Background: an optimization exercise with open tools, aiming at small area, a short achievable clock period and few clock cycles per item. Do not read the settings as production practice.
Power is estimated from default activity; no workload was simulated.

==> run a: inputs <==
Design bit_population_counter, start of the top module:
module bit_population_counter #(
  parameter WIDTH = 128,
  parameter SLICE = 6
)(
  input                               clk_i,
  input                               srst_i,
  input        [(WIDTH-1):0]          data_i,
  input                               data_val_i,
  output logic [$clog2(WIDTH):0]      data_o,
  output logic                        data_val_o
);
==> flow/config.mk <==
export PLATFORM = sky130hd
export DESIGN_NAME = bit_population_counter
export DESIGN_NICKNAME = bit_population_counter
export VERILOG_FILES = /design/flow/design.v
export SDC_FILE = /design/flow/constraint.sdc
export NUM_CORES = 4
export LEC_CHECK = 0
export CAP_MARGIN = 20
export CORE_MARGIN = 2
export CORE_UTILIZATION = 40
export SETUP_SLACK_MARGIN = 0.6
export SLEW_MARGIN = 20
export SYNTH_HIERARCHICAL = 1
export SYNTH_MINIMUM_KEEP_SIZE = 0
==> flow/constraint.sdc <==
create_clock -name core_clock -period 2.5 [get_ports {clk_i}]
set_input_delay 0.5000 -clock core_clock [delete_from_list [all_inputs] [get_ports {clk_i}]]
set_output_delay 0.5000 -clock core_clock [all_outputs]
set_load 0.01 [all_outputs]
standard.sh (not shown) runs the stock make flow with config.mk's settings and CLKGATE_MAP_FILE= SYNTH_SCRIPT=/design/flow/synth_recipe.tcl, a recipe that flattens the netlist after the stock synthesis.
==> flow/flow/run.sh <==
#!/bin/bash
# The standard layout (bash standard.sh), with the smallest buffer,
# sky130_fd_sc_hd__buf_1, on every input and output port (the resizer may
# still upsize it where timing needs), and clock tree synthesis without
# dummy loads. Each tool's output goes to its own log.
set -o pipefail
export BUFFER_PORTS_ARGS="-buffer_cell sky130_fd_sc_hd__buf_1"
export CTS_ARGS="-sink_clustering_enable -repair_clock_nets -dont_use_dummy_load -buf_list sky130_fd_sc_hd__clkbuf_8"
bash standard.sh > standard.log 2>&1
==> inputs of run b, as changes to run a <==
--- a/flow/design.v
+++ b/flow/design.v
@@ -309,36 +309,46 @@
   logic r1_s175;
   logic r1_c170;
   logic r1_c172;
   logic r1_c174;
   logic r1_c176;
   logic r2_s181;
   logic r2_s195;
   logic r2_s197;
+  logic r2_s209;
+  logic r2_s211;
+  logic r2_s213;
   logic r2_c198;
   logic r2_s215;
-  logic r2_s217;
   logic r2_c216;
+  logic r2_s223;
   logic r2_s225;
-  logic r2_c218;
+  logic r2_c224;
   logic r2_s227;
   logic r2_c226;
-  logic r2_s229;
   logic r2_c228;
-  logic r2_c230;
   logic r3_r2_s181;
-  logic r3_s231;
+  logic r3_s229;
   logic r3_s235;
+  logic r3_c236;
+  logic r3_s239;
+  logic r3_c238;
   logic r3_s241;
+  logic r3_c240;
+  logic r3_r2_c228;
   logic r3_c242;
-  logic r3_s245;
-  logic r3_r2_c230;
-  logic r3_c244;
-  logic r3_c246;
+  logic r4_r3_r2_s181;
+  logic r4_r3_s229;
+  logic r4_r3_s235;
+  logic r4_s243;
+  logic r4_s247;
+  logic r4_s251;
+  logic r4_c250;
+  logic r4_c252;
   pc_fa u_s1 ( .a(data_i[0]), .b(data_i[100]), .c(data_i[101]), .s(s1), .co(c2) );
   pc_fa u_s3 ( .a(data_i[102]), .b(data_i[103]), .c(data_i[104]), .s(s3), .co(c4) );
   pc_fa u_s5 ( .a(data_i[105]), .b(data_i[106]), .c(data_i[107]), .s(s5), .co(c6) );
   pc_fa u_s7 ( .a(data_i[108]), .b(data_i[109]), .c(data_i[10]), .s(s7), .co(c8) );
   pc_fa u_s9 ( .a(data_i[110]), .b(data_i[111]), .c(data_i[112]), .s(s9), .co(c10) );
   pc_fa u_s11 ( .a(data_i[113]), .b(data_i[114]), .c(data_i[115]), .s(s11), .co(c12) );
   pc_fa u_s13 ( .a(data_i[116]), .b(data_i[117]), .c(data_i[118]), .s(s13), .co(c14) );
   pc_fa u_s15 ( .a(data_i[119]), .b(data_i[11]), .c(data_i[120]), .s(s15), .co(c16) );
@@ -437,35 +447,35 @@
   pc_fa u_s201 ( .a(r1_c154), .b(r1_c156), .c(r1_c158), .s(s201), .co(c202) );
   pc_fa u_s203 ( .a(r1_c160), .b(r1_c162), .c(r1_c164), .s(s203), .co(c204) );
   pc_fa u_s205 ( .a(r1_c166), .b(r1_c168), .c(r1_s169), .s(s205), .co(c206) );
   pc_fa u_s207 ( .a(r1_s171), .b(r1_s173), .c(r1_s175), .s(s207), .co(c208) );
   pc_fa u_s209 ( .a(c184), .b(c186), .c(c188), .s(s209), .co(c210) );
   pc_fa u_s211 ( .a(c190), .b(c192), .c(s199), .s(s211), .co(c212) );
   pc_fa u_s213 ( .a(s201), .b(s203), .c(s205), .s(s213), .co(c214) );
   pc_fa u_s215 ( .a(s207), .b(c194), .c(c196), .s(s215), .co(c216) );
-  pc_fa u_s217 ( .a(s209), .b(s211), .c(s213), .s(s217), .co(c218) );
-  pc_fa u_s219 ( .a(r1_c170), .b(r1_c172), .c(r1_c174), .s(s219), .co(c220) );
-  pc_fa u_s221 ( .a(r1_c176), .b(c200), .c(c202), .s(s221), .co(c222) );
-  pc_fa u_s223 ( .a(c204), .b(c206), .c(c208), .s(s223), .co(c224) );
-  pc_fa u_s225 ( .a(s219), .b(c210), .c(c212), .s(s225), .co(c226) );
-  pc_fa u_s227 ( .a(s221), .b(c214), .c(s223), .s(s227), .co(c228) );
-  pc_fa u_s229 ( .a(c220), .b(c222), .c(c224), .s(s229), .co(c230) );
-  pc_ha u_s231 ( .a(r2_s195), .b(r2_s197), .s(s231), .co(c232) );
-  pc_fa u_s233 ( .a(r2_c198), .b(r2_s215), .c(r2_s217), .s(s233), .co(c234) );
-  pc_ha u_s235 ( .a(c232), .b(s233), .s(s235), .co(c236) );
-  pc_fa u_s237 ( .a(r2_c216), .b(r2_c218), .c(r2_s225), .s(s237), .co(c238) );
-  pc_fa u_s239 ( .a(r2_s227), .b(c234), .c(s237), .s(s239), .co(c240) );
-  pc_ha u_s241 ( .a(c236), .b(s239), .s(s241), .co(c242) );
-  pc_fa u_s243 ( .a(r2_c226), .b(r2_c228), .c(r2_s229), .s(s243), .co(c244) );
-  pc_fa u_s245 ( .a(c238), .b(s243), .c(c240), .s(s245), .co(c246) );
-  pc_ha u_s247 ( .a(r3_c242), .b(r3_s245), .s(s247), .co(c248) );
-  pc_fa u_s249 ( .a(r3_c244), .b(r3_c246), .c(r3_r2_c230), .s(s249), .co(c250) );
+  pc_fa u_s217 ( .a(r1_c170), .b(r1_c172), .c(r1_c174), .s(s217), .co(c218) );
+  pc_fa u_s219 ( .a(r1_c176), .b(c200), .c(c202), .s(s219), .co(c220) );
+  pc_fa u_s221 ( .a(c204), .b(c206), .c(c208), .s(s221), .co(c222) );
+  pc_fa u_s223 ( .a(s217), .b(c210), .c(c212), .s(s223), .co(c224) );
+  pc_fa u_s225 ( .a(s219), .b(c214), .c(s221), .s(s225), .co(c226) );
+  pc_fa u_s227 ( .a(c218), .b(c220), .c(c222), .s(s227), .co(c228) );
+  pc_ha u_s229 ( .a(r2_s195), .b(r2_s197), .s(s229), .co(c230) );
+  pc_fa u_s231 ( .a(r2_c198), .b(r2_s209), .c(r2_s211), .s(s231), .co(c232) );
+  pc_fa u_s233 ( .a(r2_s213), .b(r2_s215), .c(c230), .s(s233), .co(c234) );
+  pc_ha u_s235 ( .a(s231), .b(s233), .s(s235), .co(c236) );
+  pc_fa u_s237 ( .a(r2_c216), .b(r2_s223), .c(r2_s225), .s(s237), .co(c238) );
+  pc_fa u_s239 ( .a(c232), .b(s237), .c(c234), .s(s239), .co(c240) );
+  pc_fa u_s241 ( .a(r2_c224), .b(r2_c226), .c(r2_s227), .s(s241), .co(c242) );
+  pc_ha u_s243 ( .a(r3_c236), .b(r3_s239), .s(s243), .co(c244) );
+  pc_fa u_s245 ( .a(r3_c238), .b(r3_c240), .c(r3_s241), .s(s245), .co(c246) );
+  pc_ha u_s247 ( .a(c244), .b(s245), .s(s247), .co(c248) );
+  pc_fa u_s249 ( .a(r3_c242), .b(r3_r2_c228), .c(c246), .s(s249), .co(c250) );
   pc_ha u_s251 ( .a(c248), .b(s249), .s(s251), .co(c252) );
-  pc_ha u_s253 ( .a(c250), .b(c252), .s(s253), .co(c254) );
+  pc_ha u_s253 ( .a(r4_c250), .b(r4_c252), .s(s253), .co(c254) );
   always_ff @( posedge clk_i )
     begin
       r1_s99 <= s99;
       r1_s113 <= s113;
       r1_s115 <= s115;
       r1_s117 <= s117;
       r1_s119 <= s119;
       r1_s121 <= s121;
@@ -504,42 +514,55 @@
       r1_c174 <= c174;
       r1_c176 <= c176;
     end
   always_ff @( posedge clk_i )
     begin
       r2_s181 <= s181;
       r2_s195 <= s195;
       r2_s197 <= s197;
+      r2_s209 <= s209;
+      r2_s211 <= s211;
+      r2_s213 <= s213;
       r2_c198 <= c198;
       r2_s215 <= s215;
-      r2_s217 <= s217;
       r2_c216 <= c216;
+      r2_s223 <= s223;
       r2_s225 <= s225;
-      r2_c218 <= c218;
+      r2_c224 <= c224;
       r2_s227 <= s227;
       r2_c226 <= c226;
-      r2_s229 <= s229;
       r2_c228 <= c228;
-      r2_c230 <= c230;
     end
   always_ff @( posedge clk_i )
     begin
       r3_r2_s181 <= r2_s181;
-      r3_s231 <= s231;
+      r3_s229 <= s229;
       r3_s235 <= s235;
+      r3_c236 <= c236;
+      r3_s239 <= s239;
+      r3_c238 <= c238;
       r3_s241 <= s241;
+      r3_c240 <= c240;
+      r3_r2_c228 <= r2_c228;
       r3_c242 <= c242;
-      r3_s245 <= s245;
-      r3_r2_c230 <= r2_c230;
-      r3_c244 <= c244;
-      r3_c246 <= c246;
     end
   always_ff @( posedge clk_i )
-    data_o <= {c254, s253, s251, s247, r3_s241, r3_s235, r3_s231, r3_r2_s181};
-  logic [3:0] valid_delay;
-  assign data_val_o = valid_delay[3];
+    begin
+      r4_r3_r2_s181 <= r3_r2_s181;
+      r4_r3_s229 <= r3_s229;
+      r4_r3_s235 <= r3_s235;
+      r4_s243 <= s243;
+      r4_s247 <= s247;
+      r4_s251 <= s251;
+      r4_c250 <= c250;
+      r4_c252 <= c252;
+    end
+  always_ff @( posedge clk_i )
+    data_o <= {c254, s253, r4_s251, r4_s247, r4_s243, r4_r3_s235, r4_r3_s229, r4_r3_r2_s181};
+  logic [4:0] valid_delay;
+  assign data_val_o = valid_delay[4];
   always_ff @( posedge clk_i )
     if( srst_i )
       valid_delay <= '0;
     else
-      valid_delay <= {valid_delay[2:0], data_val_i};
+      valid_delay <= {valid_delay[3:0], data_val_i};
 endmodule
CORE_UTILIZATION = 60   (was 40)
SETUP_SLACK_MARGIN = 0.75   (was 0.6)
==> inputs of run c, as changes to run a <==
--- a/flow/design.v
+++ b/flow/design.v
@@ -329,16 +329,24 @@
   logic r3_s231;
   logic r3_s235;
   logic r3_s241;
   logic r3_c242;
   logic r3_s245;
   logic r3_r2_c230;
   logic r3_c244;
   logic r3_c246;
+  logic r4_r3_r2_s181;
+  logic r4_r3_s231;
+  logic r4_r3_s235;
+  logic r4_r3_s241;
+  logic r4_s247;
+  logic r4_s251;
+  logic r4_s253;
+  logic r4_c254;
   pc_fa u_s1 ( .a(data_i[0]), .b(data_i[100]), .c(data_i[101]), .s(s1), .co(c2) );
   pc_fa u_s3 ( .a(data_i[102]), .b(data_i[103]), .c(data_i[104]), .s(s3), .co(c4) );
   pc_fa u_s5 ( .a(data_i[105]), .b(data_i[106]), .c(data_i[107]), .s(s5), .co(c6) );
   pc_fa u_s7 ( .a(data_i[108]), .b(data_i[109]), .c(data_i[10]), .s(s7), .co(c8) );
   pc_fa u_s9 ( .a(data_i[110]), .b(data_i[111]), .c(data_i[112]), .s(s9), .co(c10) );
   pc_fa u_s11 ( .a(data_i[113]), .b(data_i[114]), .c(data_i[115]), .s(s11), .co(c12) );
   pc_fa u_s13 ( .a(data_i[116]), .b(data_i[117]), .c(data_i[118]), .s(s13), .co(c14) );
   pc_fa u_s15 ( .a(data_i[119]), .b(data_i[11]), .c(data_i[120]), .s(s15), .co(c16) );
@@ -529,17 +537,28 @@
       r3_s241 <= s241;
       r3_c242 <= c242;
       r3_s245 <= s245;
       r3_r2_c230 <= r2_c230;
       r3_c244 <= c244;
       r3_c246 <= c246;
     end
   always_ff @( posedge clk_i )
-    data_o <= {c254, s253, s251, s247, r3_s241, r3_s235, r3_s231, r3_r2_s181};
-  logic [3:0] valid_delay;
-  assign data_val_o = valid_delay[3];
+    begin
+      r4_r3_r2_s181 <= r3_r2_s181;
+      r4_r3_s231 <= r3_s231;
+      r4_r3_s235 <= r3_s235;
+      r4_r3_s241 <= r3_s241;
+      r4_s247 <= s247;
+      r4_s251 <= s251;
+      r4_s253 <= s253;
+      r4_c254 <= c254;
+    end
+  always_ff @( posedge clk_i )
+    data_o <= {r4_c254, r4_s253, r4_s251, r4_s247, r4_r3_s241, r4_r3_s235, r4_r3_s231, r4_r3_r2_s181};
+  logic [4:0] valid_delay;
+  assign data_val_o = valid_delay[4];
   always_ff @( posedge clk_i )
     if( srst_i )
       valid_delay <= '0;
     else
-      valid_delay <= {valid_delay[2:0], data_val_i};
+      valid_delay <= {valid_delay[3:0], data_val_i};
 endmodule
==> summary of the runs <==
- Run b passed the timing, design-rule and antenna checks. Run a produced a clean layout. Run c produced a clean layout.
- Of run b and run c, run b has the higher power (gap about 5%, measured against run c).
- The lowest core utilization belongs to run c, the highest to run b.
- Between run a and run b, the lower setup slack is in run a (gap 37 ps).
- Count of clock-buffer cells in the layout is the same in run a and run b.
- Against run b, the maximum frequency of run c is lower by 0.95%.
==> figures <==
Power density cells: run c 1030 nW/um^2; run a 1030 nW/um^2; run b 1030 nW/um^2
Logic gate share of total power: run c 43.7%; run a 46.3%; run b 44.5%
Clock latency (worst-skew pair): run c 340 ps; run a 340 ps; run b 350 ps
Comb_multi_in: run c 132; run a 131; run b 132
Total of cells resized after clock tree synthesis: run c 0; run a 1; run b 47
Vias post-DR: run c 2,110; run a 2,047; run b 2,162
Time the worst path needs with I/O delays and setup: run c 1930 ps; run a 1950 ps; run b 1910 ps
Flip-flop and latch count after synthesis: run c 84; run a 75; run b 86
Result of the run: run c timing/DRC/antenna clean; run a timing/DRC/antenna clean; run b timing/DRC/antenna clean
Switching power of the nets: run c 1.81 mW; run a 1.79 mW; run b 1.89 mW
FF-to-FF setup slack: run c 570 ps; run a 550 ps; run b 610 ps
Sequential share of the synthesized area: run c 40.0%; run a 37.4%; run b 40.6%
No run of this note included a check of the RTL's function; only the layout flow was run.

re-timing with driven ports:
The flow's constraints put no driver on any port. The routed layouts listed below were extracted and timed again, unchanged, in two steps. Step 1 sets driving cells, clkbuf_16 on the clock port and buf_2 on the other inputs (assumed; they add their load-dependent delay and slew). Step 2 also shifts input and output timing later by t, the mid clock arrival at the registers, as if the neighbouring blocks saw the same clock. Slacks: ideal ports / drivers / drivers and shift; pairs: ideal ports / drivers.
run | t, ns | setup slack, ns | worst register clock-pin slew, ns | cell pins on the clock port's net
run a | 0.362 | 0.552 / 0.552 / 0.236 | 0.07 / 0.07 | 1
run b | 0.365 | 0.589 / 0.587 / 0.222 | 0.08 / 0.08 | 1
run c | 0.363 | 0.571 / 0.571 / 0.245 | 0.07 / 0.07 | 1
After both steps setup and hold are still met in every run listed. The setup slack of run b, which loses most, moves by -0.002 ns with the drivers and by -0.367 ns with both steps.
